This design comes from an exercise in tuning for small area on the open sky130 flow, not from production work.
Only simulation tests tie the RTL to the original design; equivalence was not proved.

==> v13 <==
Design neural_compressor_top, start of the top module:
module neural_compressor_top
(
    input  logic        clk,
    input  logic        rst_n,
    input  logic [DATA_WIDTH-1:0]   s_axis_tdata,
    input  logic                    s_axis_tvalid,
    output logic                    s_axis_tready,
    input  logic                    s_axis_tlast,
    output logic [DATA_WIDTH-1:0]   m_axis_tdata,
    output logic [1:0]              m_axis_tuser,   
    output logic                    m_axis_tvalid,
    input  logic                    m_axis_tready,
    output logic                    m_axis_tlast,
    input  logic [DATA_WIDTH-1:0]   cfg_threshold,
    input  logic                    cfg_enable,
    output neural_compressor_pkg::compress_stats_t         stats,
    output logic [15:0]             spike_count
);
Settings: LEC_CHECK=0, CAP_MARGIN=0, CORE_MARGIN=2, CORE_UTILIZATION=80, SLEW_MARGIN=0, SYNTH_HIERARCHICAL=1, SYNTH_MINIMUM_KEEP_SIZE=0; clock period 120.0 ns.
standard.sh (not shown) runs the stock make flow with config.mk's settings and CLKGATE_MAP_FILE= SYNTH_SCRIPT=/design/flow/synth_recipe.tcl, a recipe that flattens the netlist after the stock synthesis.
==> flow/flow/run.sh <==
#!/bin/bash
# Layout flow: the standard ORFS flow (standard.sh: standard synthesis,
# floorplan, placement, CTS, routing), with two changes:
#  - the I/O port buffers are the smallest buffer cell;
#  - the clock tree uses large leaf clusters of clkbuf_16 (clkbuf_8 and a
#    clkbuf_4 root above them) and no dummy loads.
# ORFS keeps each step's full log under orfs/logs/; make's own output, and the
# final DEF export's, goes to make_flow.log here.
set -euo pipefail
export BUFFER_PORTS_ARGS="-buffer_cell sky130_fd_sc_hd__buf_1"
export CTS_ARGS="-sink_clustering_enable -repair_clock_nets -buf_list sky130_fd_sc_hd__clkbuf_16 -root_buf sky130_fd_sc_hd__clkbuf_4 -tree_buf sky130_fd_sc_hd__clkbuf_8 -sink_clustering_size 28 -sink_clustering_max_diameter 90 -dont_use_dummy_load"
export CTS_ARGS="-sink_clustering_enable -repair_clock_nets -buf_list sky130_fd_sc_hd__clkbuf_16 -root_buf sky130_fd_sc_hd__clkbuf_4 -tree_buf sky130_fd_sc_hd__clkbuf_8 -sink_clustering_size 24 -sink_clustering_max_diameter 120 -dont_use_dummy_load"
bash standard.sh > make_flow.log 2>&1
==> v17 (differences from v13) <==
==> flow/flow/run.sh (replaced) <==
#!/bin/bash
# Layout flow: the standard ORFS flow (standard.sh: standard synthesis,
# floorplan, placement, CTS, routing), with two changes:
#  - the I/O port buffers are the smallest buffer cell;
#  - the clock tree uses large leaf clusters of clkbuf_16 (clkbuf_8 and a
#    clkbuf_4 root above them) and no dummy loads.
# ORFS keeps each step's full log under orfs/logs/; make's own output, and the
# final DEF export's, goes to make_flow.log here.
set -euo pipefail
export BUFFER_PORTS_ARGS="-buffer_cell sky130_fd_sc_hd__buf_1"
export CTS_ARGS="-sink_clustering_enable -repair_clock_nets -buf_list sky130_fd_sc_hd__clkbuf_16 -root_buf sky130_fd_sc_hd__clkbuf_4 -tree_buf sky130_fd_sc_hd__clkbuf_8 -sink_clustering_size 28 -sink_clustering_max_diameter 90 -dont_use_dummy_load"
export CTS_ARGS="-sink_clustering_enable -repair_clock_nets -buf_list sky130_fd_sc_hd__clkbuf_8 -root_buf sky130_fd_sc_hd__clkbuf_4 -tree_buf sky130_fd_sc_hd__clkbuf_4 -sink_clustering_size 16 -sink_clustering_max_diameter 60 -dont_use_dummy_load"
bash standard.sh > make_flow.log 2>&1
==> v31 (differences from v13) <==
--- a/flow/design.v
+++ b/flow/design.v
@@ -95,15 +95,14 @@
     wire idle  = (cnt == 4'd0);
     wire outc  = (cnt == 4'd11);
     wire last  = outc & ~valid_out;
     wire shy   = (~idle & ~outc) | last;
     wire shs   = ((cnt >= 4'd4) & ~outc) | last;
     wire clrh  = idle | outc;
     wire c4    = (cnt == 4'd4);
-    wire [4:0] kle = {cnt <= 4'd4, cnt <= 4'd3, cnt <= 4'd2, cnt <= 4'd1, idle};
     assign s_axis_tready = idle;
     always_ff @(posedge clk or negedge rst_n) begin
         if (!rst_n) begin
             cnt       <= 4'd0;
             valid_out <= 1'b0;
             fresh     <= 1'b1;
         end else begin
@@ -120,15 +119,15 @@
     end
     wire [3:0] xs  = idle ? data_in[3:0] : xr[5:2];
     wire [1:0] hdx = idle ? 2'd0 : xr[1:0];
     wire [5:0] wx = {xs, hdx};
     wire [7:0] yg  = fresh ? 8'd0 : yr[7:0];
     wire [3:0] fs  = clrh ? yg[3:0] : yg[7:4];
     wire [3:0] hdf = idle ? 4'd0 : yg[3:0];
-    wire [20:0] wf = {fs, hdf, (hf[12] & ~kle[1]), (hf[11] & ~kle[1]), (hf[10] & ~kle[1]), (hf[9] & ~kle[1]), (hf[8] & ~kle[2]), (hf[7] & ~kle[2]), (hf[6] & ~kle[2]), (hf[5] & ~kle[2]), (hf[4] & ~kle[3]), (hf[3] & ~kle[3]), (hf[2] & ~kle[3]), (hf[1] & ~kle[3]), (hf[0] & ~kle[4])};
+    wire [20:0] wf = {fs, hdf, hf};
     logic cy1, cy2, cy3, cy4, cy5, cy7, cy8, cy9, cy10, cy12, cy14, cy15, cy17, cy18, cy19, cy20, cy22, cy23, cy25, cy26, cy27, cy29, cy30, cy31, cy33, cy34, cy35, cy36, cy38, cy39;
     wire [3:0] a1g = fresh ? 4'd0 : s1[3:0];
     wire [3:0] a2g = fresh ? 4'd0 : s2[3:0];
     wire [3:0] a3g = fresh ? 4'd0 : s3[3:0];
     wire [3:0] a4g = fresh ? 4'd0 : s4[3:0];
     wire [3:0] dg  = dz ? 4'd0 : dr[3:0];
     wire ci1 = cy1 & ~idle;
@@ -136,25 +135,25 @@
     wire [3:0] sm1;
     assign k1[0] = ci1;
     full_adder fa1_0 (.a(wx[2]), .b(wx[0]), .ci(k1[0]), .s(sm1[0]), .co(k1[1]));
     full_adder fa1_1 (.a(wx[3]), .b(wx[1]), .ci(k1[1]), .s(sm1[1]), .co(k1[2]));
     full_adder fa1_2 (.a(wx[4]), .b(wx[2]), .ci(k1[2]), .s(sm1[2]), .co(k1[3]));
     full_adder fa1_3 (.a(wx[5]), .b(wx[3]), .ci(k1[3]), .s(sm1[3]), .co(k1[4]));
     logic [12:0] hu;
-    wire [16:0] wu = {sm1, (hu[12] & ~kle[0]), (hu[11] & ~kle[0]), (hu[10] & ~kle[0]), (hu[9] & ~kle[0]), (hu[8] & ~kle[1]), (hu[7] & ~kle[1]), (hu[6] & ~kle[1]), (hu[5] & ~kle[1]), (hu[4] & ~kle[2]), (hu[3] & ~kle[2]), (hu[2] & ~kle[2]), (hu[1] & ~kle[2]), (hu[0] & ~kle[3])};
+    wire [16:0] wu = {sm1, hu[12:9] & {4{~idle}}, hu[8:0]};
     wire ci2 = cy2 & ~idle;
     wire [4:0] k2;
     wire [3:0] sm2;
     assign k2[0] = ci2;
     full_adder fa2_0 (.a(wf[15]), .b(wf[13]), .ci(k2[0]), .s(sm2[0]), .co(k2[1]));
     full_adder fa2_1 (.a(wf[16]), .b(wf[14]), .ci(k2[1]), .s(sm2[1]), .co(k2[2]));
     full_adder fa2_2 (.a(wf[17]), .b(wf[15]), .ci(k2[2]), .s(sm2[2]), .co(k2[3]));
     full_adder fa2_3 (.a(wf[18]), .b(wf[16]), .ci(k2[3]), .s(sm2[3]), .co(k2[4]));
     logic [12:0] hv;
-    wire [16:0] wv = {sm2, (hv[12] & ~kle[0]), (hv[11] & ~kle[0]), (hv[10] & ~kle[0]), (hv[9] & ~kle[0]), (hv[8] & ~kle[1]), (hv[7] & ~kle[1]), (hv[6] & ~kle[1]), (hv[5] & ~kle[1]), (hv[4] & ~kle[2]), (hv[3] & ~kle[2]), (hv[2] & ~kle[2]), (hv[1] & ~kle[2]), (hv[0] & ~kle[3])};
+    wire [16:0] wv = {sm2, hv[12:9] & {4{~idle}}, hv[8:0]};
     wire ci3 = cy3 & ~idle;
     wire [4:0] k3;
     wire [3:0] sm3;
     assign k3[0] = ci3;
     full_adder fa3_0 (.a(wu[13]), .b(wu[5]), .ci(k3[0]), .s(sm3[0]), .co(k3[1]));
     full_adder fa3_1 (.a(wu[14]), .b(wu[6]), .ci(k3[1]), .s(sm3[1]), .co(k3[2]));
     full_adder fa3_2 (.a(wu[15]), .b(wu[7]), .ci(k3[2]), .s(sm3[2]), .co(k3[3]));
@@ -383,17 +382,17 @@
     assign k39[0] = ci39;
     full_adder fa39_0 (.a(sm38[0]), .b(n37[0]), .ci(k39[0]), .s(sm39[0]), .co(k39[1]));
     full_adder fa39_1 (.a(sm38[1]), .b(n37[1]), .ci(k39[1]), .s(sm39[1]), .co(k39[2]));
     full_adder fa39_2 (.a(sm38[2]), .b(n37[2]), .ci(k39[2]), .s(sm39[2]), .co(k39[3]));
     full_adder fa39_3 (.a(sm38[3]), .b(n37[3]), .ci(k39[3]), .s(sm39[3]), .co(k39[4]));
     always_ff @(posedge clk) begin
         xr <= idle ? data_in[31:2] : {{4{xr[29]}}, xr[29:4]};
-        hf <= {yg[3:0], hf[12:4]};
-        hu <= {sm1, hu[12:4]};
-        hv <= {sm2, hv[12:4]};
+        hf <= clrh ? 13'd0 : {yg[3:0], hf[12:4]};
+        hu <= {sm1, clrh ? 9'd0 : hu[12:4]};
+        hv <= {sm2, clrh ? 9'd0 : hv[12:4]};
         cy1 <= k1[4];
         cy2 <= k2[4];
         cy3 <= k3[4];
         cy4 <= k4[4];
         cy5 <= k5[4];
         cy7 <= k7[4];
         cy8 <= k8[4];
==> flow/flow/run.sh (replaced) <==
#!/bin/bash
# Layout flow: the standard ORFS flow (standard.sh: standard synthesis,
# floorplan, placement, CTS, routing), with two changes:
#  - the I/O port buffers are the smallest buffer cell;
#  - the clock tree uses large leaf clusters of clkbuf_16 (clkbuf_8 and a
#    clkbuf_4 root above
#    them) and no dummy loads.
# ORFS keeps each step's full log under orfs/logs/; make's own output, and the
# final DEF export's, goes to make_flow.log here.
set -euo pipefail
export BUFFER_PORTS_ARGS="-buffer_cell sky130_fd_sc_hd__buf_1"
export CTS_ARGS="-sink_clustering_enable -repair_clock_nets -buf_list sky130_fd_sc_hd__clkbuf_16 -root_buf sky130_fd_sc_hd__clkbuf_4 -tree_buf sky130_fd_sc_hd__clkbuf_8 -sink_clustering_size 28 -sink_clustering_max_diameter 90 -dont_use_dummy_load"
bash standard.sh > make_flow.log 2>&1
- CAP_MARGIN: 0 -> 20
- SLEW_MARGIN: 0 -> 20
==> results.txt <==
Between v31 and v13, the lower non-clock buffer count is in v31 (gap 3).
Against v31, the synthesized area of v17 is larger by 0.34%.
==> figures <==
metric                                                           v17                      v13                      v31
First DRT Iteration DRCs                                         772                      738                      710
Instance count of the mapped netlist                            1074                     1074                     1069
Slew of the pin with the lowest slew margin                  1.10 ns                  1.11 ns                  1.07 ns
Result of the run                            complete, no violations  complete, no violations  complete, no violations
Slew margin rel.                                               26.7%                    25.9%                    28.8%
Area of the multi-input gates                            0.00581 mm2              0.00581 mm2              0.00576 mm2
Clock tree skew after final layout                         0.0209 ns                0.0370 ns                0.0669 ns
# clk buffers                                                     28                       20                       18
Area of all placed cells without fillers                  0.0177 mm2               0.0177 mm2               0.0176 mm2

==> afterwards: timing with drivers on the ports <==
The flow's constraints put no driver on any port. The routed layouts listed below were extracted and timed again, unchanged, in two steps.
Step 1 assumes that a clkbuf_16 drives the clock port and a buf_2 every other input.
Step 2 also shifts input and output timing later by t, the mid clock arrival at the registers, as if the neighbouring blocks saw the same clock.
a / b / c = no drivers / after step 1 / after step 2; a / b = the first two.
| run | t, ns | setup slack, ns | hold slack, ns | latest minus earliest clock arrival (ns) |
|---|---|---|---|---|
| v13 | 0.776 | 82.516 / 82.532 / 81.756 | 0.317 / 0.317 / 0.317 | 0.038 / 0.038 |
| v17 | 0.798 | 82.502 / 82.528 / 81.730 | 0.338 / 0.338 / 0.338 | 0.022 / 0.022 |
| v31 | 0.733 | 82.713 / 82.729 / 81.996 | 0.391 / 0.391 / 0.391 | 0.103 / 0.103 |
After both steps every run listed still meets setup and hold. The setup slack of v17, which loses most, moves by +0.026 ns with the drivers and by -0.772 ns with both steps.
